Context: an optimization exercise on an open-source flow, tuned for small area. The choices shown serve that exercise and are no tape-out recipe. In this exercise RTL edits were held to simulation tests only and were not proved equivalent to the original. Power figures rest on the tool's default switching activity, not on a simulated workload.

==> flow/design.v <==
module uart_byte_rx(
	Clk,
	Rst_n,
	baud_set,
	uart_rx,
	data_byte,
	Rx_Done
);
	input Clk;     
	input Rst_n;   
	input [2:0]baud_set;  
	input uart_rx;   
	output [7:0]data_byte;  
	output Rx_Done;    
	reg [7:0]data_byte;
	reg Rx_Done;
	reg uart_rx_sync1;   
	reg uart_rx_sync2;   
	reg uart_rx_reg1;    
	reg uart_rx_reg2;    
	reg [15:0]bps_DR;    
	reg [15:0]div_cnt;   
	reg bps_clk;   
	reg [7:0] bps_cnt;   
	reg uart_state;
	wire uart_rx_nedge;  
	reg [2:0]START_BIT;
	reg [2:0]STOP_BIT;
	reg [2:0]data_byte_pre [7:0];
	always@(posedge Clk or negedge Rst_n)
	if(!Rst_n)begin
		uart_rx_sync1 <= 1'b0;
		uart_rx_sync2 <= 1'b0;	
	end
	else begin
		uart_rx_sync1 <= uart_rx;
		uart_rx_sync2 <= uart_rx_sync1;	
	end
	always@(posedge Clk or negedge Rst_n)
	if(!Rst_n)begin
		uart_rx_reg1 <= 1'b0;
		uart_rx_reg2 <= 1'b0;	
	end
	else begin
		uart_rx_reg1 <= uart_rx_sync2;
		uart_rx_reg2 <= uart_rx_reg1;	
	end
	assign uart_rx_nedge = !uart_rx_reg1 & uart_rx_reg2;
	always@(posedge Clk or negedge Rst_n)
	if(!Rst_n)
		bps_DR <= 16'd324;
	else begin
		case(baud_set)
			0:bps_DR <= 16'd324;
			1:bps_DR <= 16'd162;
			2:bps_DR <= 16'd80;
			3:bps_DR <= 16'd53;
			4:bps_DR <= 16'd26;
			default:bps_DR <= 16'd324;			
		endcase
	end
	always@(posedge Clk or negedge Rst_n)
	if(!Rst_n)
		div_cnt <= 16'd0;
	else if(uart_state)begin
		if(div_cnt == bps_DR)
			div_cnt <= 16'd0;
		else
			div_cnt <= div_cnt + 1'b1;
	end
	else
		div_cnt <= 16'd0;
	always@(posedge Clk or negedge Rst_n)
	if(!Rst_n)
		bps_clk <= 1'b0;
	else if(div_cnt == 16'd1)
		bps_clk <= 1'b1;
	else
		bps_clk <= 1'b0;
	always@(posedge Clk or negedge Rst_n)
	if(!Rst_n)	
		bps_cnt <= 8'd0;
	else if(bps_cnt == 8'd159 | (bps_cnt == 8'd12 && (START_BIT > 2)))
		bps_cnt <= 8'd0;
	else if(bps_clk)
		bps_cnt <= bps_cnt + 1'b1;
	else
		bps_cnt <= bps_cnt;
	always@(posedge Clk or negedge Rst_n)
	if(!Rst_n)
		Rx_Done <= 1'b0;
	else if(bps_cnt == 8'd159)
		Rx_Done <= 1'b1;
	else
		Rx_Done <= 1'b0;		
	always@(posedge Clk or negedge Rst_n)
	if(!Rst_n)begin
		START_BIT <= 3'd0;
		data_byte_pre[0] <= 3'd0;
		data_byte_pre[1] <= 3'd0;
		data_byte_pre[2] <= 3'd0;
		data_byte_pre[3] <= 3'd0;
		data_byte_pre[4] <= 3'd0;
		data_byte_pre[5] <= 3'd0;
		data_byte_pre[6] <= 3'd0;
		data_byte_pre[7] <= 3'd0;
		STOP_BIT <= 3'd0;
	end
	else if(bps_clk)begin
		case(bps_cnt)
			0:begin
        START_BIT <= 3'd0;
        data_byte_pre[0] <= 3'd0;
        data_byte_pre[1] <= 3'd0;
        data_byte_pre[2] <= 3'd0;
        data_byte_pre[3] <= 3'd0;
        data_byte_pre[4] <= 3'd0;
        data_byte_pre[5] <= 3'd0;
        data_byte_pre[6] <= 3'd0;
        data_byte_pre[7] <= 3'd0;
        STOP_BIT <= 3'd0;			
      end
			6 ,7 ,8 ,9 ,10,11:START_BIT <= START_BIT + uart_rx_sync2;
			22,23,24,25,26,27:data_byte_pre[0] <= data_byte_pre[0] + uart_rx_sync2;
			38,39,40,41,42,43:data_byte_pre[1] <= data_byte_pre[1] + uart_rx_sync2;
			54,55,56,57,58,59:data_byte_pre[2] <= data_byte_pre[2] + uart_rx_sync2;
			70,71,72,73,74,75:data_byte_pre[3] <= data_byte_pre[3] + uart_rx_sync2;
			86,87,88,89,90,91:data_byte_pre[4] <= data_byte_pre[4] + uart_rx_sync2;
			102,103,104,105,106,107:data_byte_pre[5] <= data_byte_pre[5] + uart_rx_sync2;
			118,119,120,121,122,123:data_byte_pre[6] <= data_byte_pre[6] + uart_rx_sync2;
			134,135,136,137,138,139:data_byte_pre[7] <= data_byte_pre[7] + uart_rx_sync2;
			150,151,152,153,154,155:STOP_BIT <= STOP_BIT + uart_rx_sync2;
			default:
      begin
        START_BIT <= START_BIT;
        data_byte_pre[0] <= data_byte_pre[0];
        data_byte_pre[1] <= data_byte_pre[1];
        data_byte_pre[2] <= data_byte_pre[2];
        data_byte_pre[3] <= data_byte_pre[3];
        data_byte_pre[4] <= data_byte_pre[4];
        data_byte_pre[5] <= data_byte_pre[5];
        data_byte_pre[6] <= data_byte_pre[6];
        data_byte_pre[7] <= data_byte_pre[7];
        STOP_BIT <= STOP_BIT;
      end
		endcase
	end
	always@(posedge Clk or negedge Rst_n)
	if(!Rst_n)
		data_byte <= 8'd0;
	else if(bps_cnt == 8'd159)begin
		data_byte[0] <= data_byte_pre[0][2];
		data_byte[1] <= data_byte_pre[1][2];
		data_byte[2] <= data_byte_pre[2][2];
		data_byte[3] <= data_byte_pre[3][2];
		data_byte[4] <= data_byte_pre[4][2];
		data_byte[5] <= data_byte_pre[5][2];
		data_byte[6] <= data_byte_pre[6][2];
		data_byte[7] <= data_byte_pre[7][2];
	end	
	always@(posedge Clk or negedge Rst_n)
	if(!Rst_n)
		uart_state <= 1'b0;
	else if(uart_rx_nedge)
		uart_state <= 1'b1;
	else if(Rx_Done || (bps_cnt == 8'd12 && (START_BIT > 2)) || (bps_cnt == 8'd155 && (STOP_BIT < 3)))
		uart_state <= 1'b0;
	else
		uart_state <= uart_state;		
endmodule
module uart_byte_tx(
	Clk,
	Rst_n,
	data_byte,
	send_en,   
	Baud_Set,  
	uart_tx,  
	Tx_Done,   
	uart_state 
);
	input Clk ;     
	input Rst_n;    
	input [7:0]data_byte;   
	input send_en;    
	input [2:0]Baud_Set;   
	output reg uart_tx;    
	output reg Tx_Done;     
	output reg uart_state; 
	localparam START_BIT = 1'b0;
	localparam STOP_BIT = 1'b1; 
	reg bps_clk;	     
	reg [15:0]div_cnt;      
	reg [15:0]bps_DR;       
	reg [3:0]bps_cnt;      
	reg [7:0]data_byte_reg; 
	always@(posedge Clk or negedge Rst_n)
	if(!Rst_n)
		uart_state <= 1'b0;
	else if(send_en)
		uart_state <= 1'b1;
	else if(bps_cnt == 4'd11)
		uart_state <= 1'b0;
	else
		uart_state <= uart_state;
	always@(posedge Clk or negedge Rst_n)
	if(!Rst_n)
		data_byte_reg <= 8'd0;
	else if(send_en)
		data_byte_reg <= data_byte;
	else
		data_byte_reg <= data_byte_reg;
	always@(posedge Clk or negedge Rst_n)
	if(!Rst_n)
		bps_DR <= 16'd5207;
	else begin
		case(Baud_Set)
			0:bps_DR <= 16'd5207;
			1:bps_DR <= 16'd2603;
			2:bps_DR <= 16'd1301;
			3:bps_DR <= 16'd867;
			4:bps_DR <= 16'd433;
			default:bps_DR <= 16'd5207;			
		endcase
	end	
	always@(posedge Clk or negedge Rst_n)
	if(!Rst_n)
		div_cnt <= 16'd0;
	else if(uart_state)begin
		if(div_cnt == bps_DR)
			div_cnt <= 16'd0;
		else
			div_cnt <= div_cnt + 1'b1;
	end
	else
		div_cnt <= 16'd0;
	always@(posedge Clk or negedge Rst_n)
	if(!Rst_n)
		bps_clk <= 1'b0;
	else if(div_cnt == 16'd1)
		bps_clk <= 1'b1;
	else
		bps_clk <= 1'b0;
	always@(posedge Clk or negedge Rst_n)
	if(!Rst_n)	
		bps_cnt <= 4'd0;
	else if(bps_cnt == 4'd11)
		bps_cnt <= 4'd0;
	else if(bps_clk)
		bps_cnt <= bps_cnt + 1'b1;
	else
		bps_cnt <= bps_cnt;
	always@(posedge Clk or negedge Rst_n)
	if(!Rst_n)
		Tx_Done <= 1'b0;
	else if(bps_cnt == 4'd11)
		Tx_Done <= 1'b1;
	else
		Tx_Done <= 1'b0;
	always@(posedge Clk or negedge Rst_n)
	if(!Rst_n)
		uart_tx <= 1'b1;
	else begin
		case(bps_cnt)
			0:uart_tx <= 1'b1;
			1:uart_tx <= START_BIT;
			2:uart_tx <= data_byte_reg[0];
			3:uart_tx <= data_byte_reg[1];
			4:uart_tx <= data_byte_reg[2];
			5:uart_tx <= data_byte_reg[3];
			6:uart_tx <= data_byte_reg[4];
			7:uart_tx <= data_byte_reg[5];
			8:uart_tx <= data_byte_reg[6];
			9:uart_tx <= data_byte_reg[7];
			10:uart_tx <= STOP_BIT;
			default:uart_tx <= 1'b1;
		endcase
	end	
endmodule
module uart_data_rx(
	Clk,
	Rst_n,
  	uart_rx,
	data,
	Rx_Done,
	timeout_flag,
	Baud_Set
);
	parameter DATA_WIDTH = 16;
	parameter MSB_FIRST = 1;
	input Clk;
	input Rst_n;
	input uart_rx;
	output reg [DATA_WIDTH - 1 : 0]data;
	input [2:0]Baud_Set;
	output reg Rx_Done;
	output reg timeout_flag;
	reg [DATA_WIDTH - 1 : 0]data_r;
	wire [7:0] data_byte;
	wire byte_rx_done;
	wire [19:0] TIMEOUT;
	uart_byte_rx uart_byte_rx(
		.Clk(Clk),
		.Rst_n(Rst_n),
		.baud_set(Baud_Set),
		.uart_rx(uart_rx),
		.data_byte(data_byte),
		.Rx_Done(byte_rx_done)
	);
    assign TIMEOUT = (Baud_Set == 3'd0) ? 20'd182291:
                     (Baud_Set == 3'd1) ? 20'd91145:
                     (Baud_Set == 3'd2) ? 20'd45572:
                     (Baud_Set == 3'd3) ? 20'd30381:
                                          20'd15190;
	reg [8:0]cnt;
	reg [1:0]state;
	localparam S0 = 0;	
	localparam S1 = 1;	
	localparam S2 = 2;	
	reg [31:0]timeout_cnt;
	always@(posedge Clk or negedge Rst_n)
	if(!Rst_n)
		timeout_flag <= 1'd0;
    else if(timeout_cnt >= TIMEOUT)
		timeout_flag <= 1'd1;
	else if(state == S0)
	    timeout_flag <= 1'd0;
	reg to_state;
	always@(posedge Clk or negedge Rst_n)
	if(!Rst_n)
	   	to_state <= 0;
	else if(!uart_rx)
	   to_state <= 1;
    else if(byte_rx_done)
        to_state <= 0; 
	always@(posedge Clk or negedge Rst_n)
	if(!Rst_n)
		timeout_cnt <= 32'd0;
	else if(to_state)begin
        if(byte_rx_done)
            timeout_cnt <= 32'd0;
        else if(timeout_cnt >= TIMEOUT)
            timeout_cnt <= TIMEOUT;
        else
            timeout_cnt <= timeout_cnt + 1'd1;
    end
	always@(posedge Clk or negedge Rst_n)
	if(!Rst_n)begin
		data_r <= 0;
		state <= S0;
		cnt <= 0;
		data <= 0;
		Rx_Done <= 0;
	end
	else begin
		case(state)
			S0: 
				begin
					Rx_Done <= 0;
					data_r <= 0;
					if(DATA_WIDTH == 8)begin
						data <= data_byte;
						Rx_Done <= byte_rx_done;
					end
					else if(byte_rx_done)begin
						state <= S1;
						cnt <= cnt + 9'd8;
						if(MSB_FIRST == 1)
							data_r <= {data_r[DATA_WIDTH - 1 - 8 : 0], data_byte};
						else
							data_r <= {data_byte, data_r[DATA_WIDTH - 1 : 8]};
					end
				end
			S1:
				if(timeout_flag)begin
					state <= S0;
					Rx_Done <= 1;	
				end
				else if(byte_rx_done)begin
					state <= S2;
					cnt <= cnt + 9'd8;
					if(MSB_FIRST == 1)
						data_r <= {data_r[DATA_WIDTH - 1 - 8 : 0], data_byte};
					else
						data_r <= {data_byte, data_r[DATA_WIDTH - 1 : 8]};
				end
			S2:
				if(cnt >= DATA_WIDTH)begin
					state <= S0;
					cnt <= 0;
					data <= data_r;
					Rx_Done <= 1;
				end
				else begin
					state <= S1;
					Rx_Done <= 0;
				end
			default:state <= S0;
		endcase	
	end
endmodule
module uart_data_tx(
	Clk,
	Rst_n,
	data,
	send_en,   
	Baud_Set,  
	uart_tx,  
	Tx_Done,   
	uart_state
);
	parameter DATA_WIDTH = 8;
	parameter MSB_FIRST = 1;
	input Clk;
	input Rst_n;
	input [DATA_WIDTH - 1 : 0]data;
	input send_en;
	input [2:0]Baud_Set;
	output uart_tx;
	output reg Tx_Done;
	output uart_state;
	reg [DATA_WIDTH - 1 : 0]data_r;
	reg [7:0] data_byte;
	reg byte_send_en;
	wire byte_tx_done;
	uart_byte_tx uart_byte_tx(
		.Clk(Clk),
		.Rst_n(Rst_n),
		.data_byte(data_byte),
		.send_en(byte_send_en),   
		.Baud_Set(Baud_Set),  
		.uart_tx(uart_tx),  
		.Tx_Done(byte_tx_done),   
		.uart_state(uart_state) 
	);
	reg [8:0]cnt;
	reg [1:0]state;
	localparam S0 = 0;	
	localparam S1 = 1;	
	localparam S2 = 2;	
	localparam S3 = 3;	
	always@(posedge Clk or negedge Rst_n)
	if(!Rst_n)begin
		data_byte <= 0;
		byte_send_en <= 0;
		state <= S0;
		cnt <= 0;
		Tx_Done <= 0;
		data_r <= 0;
	end
	else begin
		case(state)
			S0: 
				begin
					data_byte <= 0;
					cnt <= 0;
					Tx_Done <= 0;
					if(send_en)begin
						state <= S1;
						data_r <= data;
					end
					else begin
						state <= S0;
						data_r <= data_r;
					end
				end
			S1:
				begin
					byte_send_en <= 1;
					if(MSB_FIRST == 1)begin
						data_byte <= data_r[DATA_WIDTH-1:DATA_WIDTH - 8];
						data_r <= data_r << 8;
					end
					else begin
						data_byte <= data_r[7:0];
						data_r <= data_r >> 8;					
					end
					state <= S2;
				end
			S2:
				begin
					byte_send_en <= 0;
					if(byte_tx_done)begin
						state <= S3;
						cnt <= cnt + 9'd8;
					end
					else
						state <= S2;
				end
			S3:
				if(cnt >= DATA_WIDTH)begin
					state <= S0;
					cnt <= 0;
					Tx_Done <= 1;
				end
				else begin
					state <= S1;
					Tx_Done <= 0;
				end
			default:state <= S0;
		endcase	
	end
endmodule
`timescale 1ns / 1ps
module Hex8(
    Clk,
    Reset_n,
    Disp_Data,
    SEL,
    SEG
    );
    input Reset_n;
    input Clk;
    input[31:0] Disp_Data;
    output reg [7:0] SEG;
    output reg [7:0] SEL;
    reg[29:0] cnt;
    reg[2:0] which;
    parameter CLOCK_FREQ = 50_000_000;
    parameter TURN_FREQ = 1000;
    parameter MCNT = CLOCK_FREQ / TURN_FREQ - 1;
    always@(posedge Clk or negedge Reset_n)
    begin
        if (!Reset_n)
            cnt <= 0;
        else if (cnt == MCNT)
            cnt <= 0;
        else
            cnt <= cnt + 1;
    end
    always@(posedge Clk or negedge Reset_n)
    begin
        if (!Reset_n)
            which <= 0;
        else if (cnt == MCNT)
            which <= which + 1;
    end
    always@(posedge Clk or negedge Reset_n)
    begin
        if (!Reset_n)
            SEL <= 8'b00000000;
        else
            begin
                case(which)
                    3'd0:SEL <= 8'b00000001;
                    3'd1:SEL <= 8'b00000010;
                    3'd2:SEL <= 8'b00000100;
                    3'd3:SEL <= 8'b00001000;
                    3'd4:SEL <= 8'b00010000;
                    3'd5:SEL <= 8'b00100000;
                    3'd6:SEL <= 8'b01000000;
                    3'd7:SEL <= 8'b10000000;
                endcase
            end
    end
    reg [3:0] data_temp;
    always@(posedge Clk)
    begin
        case(data_temp)
            0:SEG <= 8'b1100_0000;
            1:SEG <= 8'b1111_1001;
            2:SEG <= 8'b1010_0100;
            3:SEG <= 8'b1011_0000;
            4:SEG <= 8'b1001_1001;
            5:SEG <= 8'b1001_0010;
            6:SEG <= 8'b1000_0010;
            7:SEG <= 8'b1111_1000;
            8:SEG <= 8'b1000_0000;
            9:SEG <= 8'b1001_0000;
            10:SEG <= 8'b1000_1000;
            11:SEG <= 8'b1000_0011;
            12:SEG <= 8'b1100_0110;
            13:SEG <= 8'b1010_0001;
            14:SEG <= 8'b1000_0110;
            15:SEG <= 8'b1000_1110;
        endcase
    end
    always@(*)
        case (which)
            0: data_temp <= Disp_Data[3:0];
            1: data_temp <= Disp_Data[7:4];
            2: data_temp <= Disp_Data[11:8];
            3: data_temp <= Disp_Data[15:12];
            4: data_temp <= Disp_Data[19:16];
            5: data_temp <= Disp_Data[23:20];
            6: data_temp <= Disp_Data[27:24];
            7: data_temp <= Disp_Data[31:28];
        endcase
endmodule
`timescale 1ns / 1ps
module HC595_Driver(
    Clk,
    Reset_n,
    SEG,
    SEL,
    DIO,
    SRCLK,
    RCLK
    );
input Reset_n;
input Clk;
input [7:0] SEG;
input [7:0] SEL;
output reg DIO;
output reg SRCLK;
output reg RCLK;
reg[29:0] cnt;
parameter CLOCK_FREQ = 50_000_000;
parameter SRCLK_FREQ = 12_500_000; 
parameter MCNT = CLOCK_FREQ / (2 * SRCLK_FREQ)  - 1; 
always @(posedge Clk or negedge Reset_n) begin
    if (!Reset_n) begin
        cnt <= 0;
    end else begin
        if (cnt == MCNT) 
        cnt <= 0;
        else
        cnt <= cnt + 1;
    end
end  
reg[4:0] R_cnt; 
always@(posedge Clk or negedge Reset_n)
    if (!Reset_n) 
        R_cnt <= 0;
    else 
        if (cnt == MCNT) 
            R_cnt <= R_cnt + 1;
always@(posedge Clk or negedge Reset_n) 
    if (!Reset_n) begin
        DIO <= 0;
        SRCLK <= 0;
        RCLK<=0;
    end
    else begin
        case (R_cnt)
            0:begin DIO <= SEG[7]; SRCLK <= 0;RCLK<=1;end 
            1:begin SRCLK <= 1;RCLK<=0; end                
            2:begin DIO <= SEG[6]; SRCLK <= 0;end
            3:SRCLK <= 1;
            4:begin DIO <= SEG[5]; SRCLK <= 0;end
            5:SRCLK <= 1;
            6:begin DIO <= SEG[4]; SRCLK <= 0;end
            7:SRCLK <= 1;
            8:begin DIO <= SEG[3]; SRCLK <= 0;end
            9:SRCLK <= 1;
            10:begin DIO <= SEG[2]; SRCLK <= 0;end
            11:SRCLK <= 1;
            12:begin DIO <= SEG[1]; SRCLK <= 0;end
            13:SRCLK <= 1;
            14:begin DIO <= SEG[0]; SRCLK <= 0;end
            15:SRCLK <= 1;
            16:begin DIO <= SEL[7]; SRCLK <= 0;end
            17:SRCLK <= 1;
            18:begin DIO <= SEL[6]; SRCLK <= 0;end
            19:SRCLK <= 1;
            20:begin DIO <= SEL[5]; SRCLK <= 0;end
            21:SRCLK <= 1;
            22:begin DIO <= SEL[4]; SRCLK <= 0;end
            23:SRCLK <= 1;
            24:begin DIO <= SEL[3]; SRCLK <= 0;end
            25:SRCLK <= 1;
            26:begin DIO <= SEL[2]; SRCLK <= 0;end
            27:SRCLK <= 1;
            28:begin DIO <= SEL[1]; SRCLK <= 0;end
            29:SRCLK <= 1;
            30:begin DIO <= SEL[0]; SRCLK <= 0;end
            31:SRCLK <= 1;
        endcase
    end
endmodule
module hex8_hc595_test(
    Clk,
    Reset_n,
    Disp_Data,
    DIO,
    SRCLK,
    RCLK
    );
input Reset_n;
input Clk;
output  DIO;
output  SRCLK;
output  RCLK;
wire [7:0] SEG,SEL;
input [31:0] Disp_Data;
HC595_Driver HC595_Driver(
    .Reset_n(Reset_n),
    .Clk(Clk),
    .SEG(SEG),
    .SEL(SEL),
    .DIO(DIO),
    .SRCLK(SRCLK),
    .RCLK(RCLK)
);
Hex8 Hex8(
    .Clk(Clk),
    .Reset_n(Reset_n),
    .Disp_Data(Disp_Data),
    .SEL(SEL),
    .SEG(SEG)
);
endmodule
module uart_loopback(
    Clk,
    Rst_n,
    uart_rx,
    uart_tx,
    DIO,
    SRCLK,
    RCLK
 );
    parameter DATA_WIDTH = 32;  
	parameter MSB_FIRST = 0; 
    input Clk;
    input Rst_n;
    input uart_rx;
    output uart_tx;
    wire [DATA_WIDTH-1:0]rx_data_r;
    wire [DATA_WIDTH-1:0]rx_data;
    wire Rx_Done;
    wire [7:0]data_byte;
    output  DIO;
    output  SRCLK;
    output  RCLK;
    genvar i;
    generate
        for (i = ((DATA_WIDTH / 8) - 1); i>=0; i= i -1) begin
            assign rx_data_r[((i+1)*8 - 1):i*8] = rx_data[((DATA_WIDTH / 8  - i)*8 -1):((DATA_WIDTH / 8  - i - 1)*8)];
        end
    endgenerate
    uart_data_rx 
    #(
		.DATA_WIDTH(DATA_WIDTH),
		.MSB_FIRST(MSB_FIRST)		
	)
	uart_data_rx(
        .Clk(Clk),
        .Rst_n(Rst_n),
        .uart_rx(uart_rx),
        .data(rx_data),
        .Rx_Done(Rx_Done),
        .timeout_flag(),
        .Baud_Set(3'd4)
     );
    uart_data_tx 
    #(
		.DATA_WIDTH(DATA_WIDTH),
		.MSB_FIRST(MSB_FIRST)
	)uart_data_tx(
        .Clk(Clk),
        .Rst_n(Rst_n),
        .data(rx_data),
        .send_en(Rx_Done),   
        .Baud_Set(3'd4),  
        .uart_tx(uart_tx),  
        .Tx_Done(),   
        .uart_state()
    );
    hex8_hc595_test hex8_hc595_test(
        .Clk(Clk),
        .Reset_n(Rst_n),
        .Disp_Data(rx_data_r),
        .DIO(DIO),
        .SRCLK(SRCLK),
        .RCLK(RCLK)
    );
endmodule
==> flow/run.sh <==
#!/bin/bash
# synth_recipe.tcl (not shown) runs the flow's synth.tcl, then flattens the netlist and writes it again
# the make line also repeats each setting of config.mk as NAME=value (left out here)
make -C /OpenROAD-flow-scripts/flow DESIGN_CONFIG=/design/flow/config.mk WORK_HOME=/design/flow/orfs CLKGATE_MAP_FILE= SYNTH_SCRIPT=/design/flow/synth_recipe.tcl finish
==> flow/config.mk <==
export PLATFORM = sky130hd
export DESIGN_NAME = uart_loopback
export DESIGN_NICKNAME = uart_loopback
export VERILOG_FILES = /design/flow/design.v
export SDC_FILE = /design/flow/constraint.sdc
export NUM_CORES = 4
export LEC_CHECK = 0
export CAP_MARGIN = 20
export CORE_MARGIN = 2
export CORE_UTILIZATION = 40
export SLEW_MARGIN = 20
==> flow/constraint.sdc <==
create_clock -name core_clock -period 10.0 [get_ports {Clk}]
set_input_delay 2.0000 -clock core_clock [delete_from_list [all_inputs] [get_ports {Clk}]]
set_output_delay 2.0000 -clock core_clock [all_outputs]
set_load 0.01 [all_outputs]
==> summary.txt <==
==> per-layer routing <==
metal	vias to the layer above	GRT usage (%)	part of all wire (%)
met5	-	0	0
met4	0	4.91	2.2
met2	112	24.1	44
li1	5579	-	-
met3	49	2.74	3.1
met1	5409	22.2	50
==> final cells by class <==
| type | instances | area share [%] |
|---|---|---|
| Multi-Input combinational cell | 1130 | 39.1 |
| Sequential cell | 345 | 47.6 |
| Clock buffer | 50 | 6.08 |
| Inverter | 69 | 1.43 |
| Timing Repair Buffer | 19 | 0.899 |
| Clock inverter | 22 | 1.26 |
| Tap cell | 525 | 3.63 |
==> cell usage after synthesis, types with 31 or more instances <==
cell      number
nand4_1       42
clkbuf_1      56
nand3_1       51
inv_1         69
xor2_1        32
nor2_1        87
mux2i_1       43
xnor2_1       62
nor4_1        31
nand2_1      288
ha_1          64
o21ai_0      121
nor2b_1       36
dfrtp_1      336
==> metrics by stage <==
stage	worst slack [ns]	hold WS [ns]	util (%)	cells
after floorplan	7.20	0.331	-	1607
after global placement	5.80	0.334	42.1	2088
after detailed placement	5.76	0.340	42.1	2088
after CTS	6.35	0.355	45.4	2160
after global routing	6.11	0.369	45.4	2160
final	6.41	0.357	45.4	2160
==> worst paths after layout <==
kind / cells past startpoint / start / slack (ns) / endpoint
max reg2reg: 7 / hex8_hc595_test.Hex8.which[2] / 6.88 / hex8_hc595_test.Hex8.SEG[4]
min in group asynchronous: 1 / Rst_n / 1.45 / hex8_hc595_test.HC595_Driver.cnt[18]
min: 0 / uart_data_rx.uart_byte_rx.uart_rx_sync1 / 0.36 / uart_data_rx.uart_byte_rx.uart_rx_sync2
min reg2reg: 0 / uart_data_rx.uart_byte_rx.uart_rx_sync1 / 0.36 / uart_data_rx.uart_byte_rx.uart_rx_sync2
max: 1 / uart_data_tx.uart_byte_tx.uart_tx / 6.41 / uart_tx
max in group asynchronous: 3 / Rst_n / 6.47 / uart_data_rx.timeout_cnt[16]
==> power by group through the flow <==
stage               registers, W  clock network (W)  logic (W)
floorplan                0.00147                  0   0.000101
global placement         0.00149                  0   0.000134
detailed placement       0.00150                  0   0.000138
CTS                      0.00147            0.00152   0.000139
global route             0.00148            0.00158   0.000159
finish                   0.00147            0.00147   0.000135
==> logic make-up (layout without fill, tap and decap cells) <==
group                      count (synthesis)  count (layout)  share of synthesized area (%)
buffers and inverters                    132             160                           3.17
DFF                                      345             345                           53.2
adders and majority gates                 64              64                           4.96
and+or+nand+nor                          652             652                           19.5
xor gates and xnor gates                  94              94                           5.09
other                                      2               2                         0.0465
muxes                                     64              64                           4.20
AOI/OAI and AO/OA                        254             254                           9.85
==> out/metrics.csv <==
stage,metric,value,unit
power,power density cells,170,mW/mm²
layout,# fillers,3780,
synthesis,ys async rst share,98.0,%
setup_path,Worst EP arrival,1.59,ns
cts,CTS sink cnt,345,
setup_path,crit path kind,flop to primary output,
routing,DRT Pass-1 Iters,5,
routing,Post-DRT Antenna Nets,0,
synthesis,post-synthesis cell area,0.0162,mm²
setup_path,Top Family by Delay on Critical Path,buffers and inverters,
cts,"Reg clk slew, reported paths",0.06,ns
power,register share of total power,47.8,%
layout,Area Overhead vs Synth,11.9,%
setup_path,"slowest stage delay, CP",0.54,ns
synthesis,share of the synthesized area in the top cell type,52.0,%
die,DIE AREA,0.0420,mm²
sta,clock skew,0.0188,ns
routing,Vias/cell,5.16,
cts,Root Driver,clkbuf_16,
routing,post-detailed-routing wire length,31.0,mm
sta,Slew @ Worst Pin,0.991,ns
sta,Max Transition Viols Final,0,
routing,# DRC,0,
cts,H-tree lvl count,2,
routing,DR vias,11100,
setup_path,Setup crit start kind,flop,
sta,Fin. Hold Viols,0,
flow_run,MaxCap Viol Count,0,
synthesis,dominant cell type by area after synthesis,dfrtp_1,
setup_path,CP required,8.00,ns
setup_path,critical path cell sequence,clkdlybuf4s50_1,
grt,GRT Util Overall,15.6,%
synthesis,Syn Area/Cell,10.1,µm²
layout,most frequent cells in the layout,"dfrtp_1, nand2_1, o21ai_0",
sta,fin crit share,35.9,%
layout,design area,0.0181,mm²
synthesis,Synth Flop Type,dfrtp_1,
cts,CTS Hold Bufs,0,
hold_path,HP Class,flop to flop,
power,worst vdd ir,121,µV
die,DIE WIDTH,205,µm
synthesis,sequential fraction of the synthesis area,53.2,%
layout,sequential cell area,0.00860,mm²
routing,Initial DRC Count,720,
synthesis,"Distinct cells, synth",74,
setup_path,Critical Path End Type,primary output,
place,instance area at placement,0.0168,mm²
cts,clk latency of the worst-skew pair,0.55,ns
layout,ant diodes,0,
setup_path,CP Buf/Inv Count,1,
sta,unrepaired setup endpoints after global routing,no,
cts,total CTS buffers,40,
grt,first-pass GRT wire length,54.5,mm
place,Port Buf Inserts,6,
sta,min Tclk post-route,3.59,ns
routing,wire per inst,14.4,µm
die,CORE AREA,0.0398,mm²
die,# IOs,7,
grt,initial antenna violation count,0,
power,Comb power frac,4.4,%
sta,Setup TNS Final,0,ns
setup_path,CP Max Fanout,1,
grt,Overflow after GRT,0,
synthesis,Post-synth EDFFs,0,
cts,post-CTS sizing,0,
status,outcome,timing/DRC/antenna clean,
cts,TritonCTS clock tree,yes,
synthesis,Area contributors post-synth,"dfrtp_1, nand2_1, ha_1",
die,Initial Util,40.6,%
place,placer congestion estimate,0.821,
power,Clock power frac,47.8,%
synthesis,Mapped Cells,1607,
die,Std-Cell Rows,73,
sta,Setup-failing EPs final,0,
power,P_leak,8.15,nW
sta,Max Freq,0.278,GHz
setup_path,Crit-path slowest cell,clkdlybuf4s50_1,
sta,slew margin rel.,33.6,%
layout,Multi-input gate area,0.00708,mm²
cts,Max Root-Sink Buffers,3,
die,Die Y,205,µm
layout,"most common cell after layout, fill and taps aside",dfrtp_1,
synthesis,yosys warns,7,
layout,layout cells sized above 1,7.46,%
power,Psw,0.000720,W
power,Int Pwr,0.00236,W
grt,largest net degree at the start of global routing,93,
power,sw frac,23.4,%
power,total power,0.00308,W
layout,final net count,1672,
synthesis,synthesized flop and latch total,345,
grt,vias in the first global route,11000,
synthesis,Synthesized Nets,1674,
cts,post-CTS setup buffers,0,
place,HPWL after DPL,19.9,mm

-- port drivers added, routing unchanged --
The flow's constraints put no driver on any port. The routed layout listed below was extracted and timed again, unchanged, in two steps.
Step 1, drivers: a clkbuf_16 drives Clk and a buf_2 each remaining input, both assumed.
Step 2 moves the port delays by t, midway between the first and last clock arrival at a register: inputs arrive t later, outputs are due t later. That takes back most of the time a late clock gives input paths.
Slacks: ideal / step 1 / step 2; pairs: ideal / step 1.
t, ns: 0.593
slack for setup (ns): 6.409 / 6.359 / 5.875
worst data-port slew with drivers (ns): 0.05
After both steps this run still meets setup and hold. The setup slack of this run moves by -0.050 ns with the drivers and by -0.534 ns with both steps. The worst setup slack also covers recovery checks on asynchronous resets.
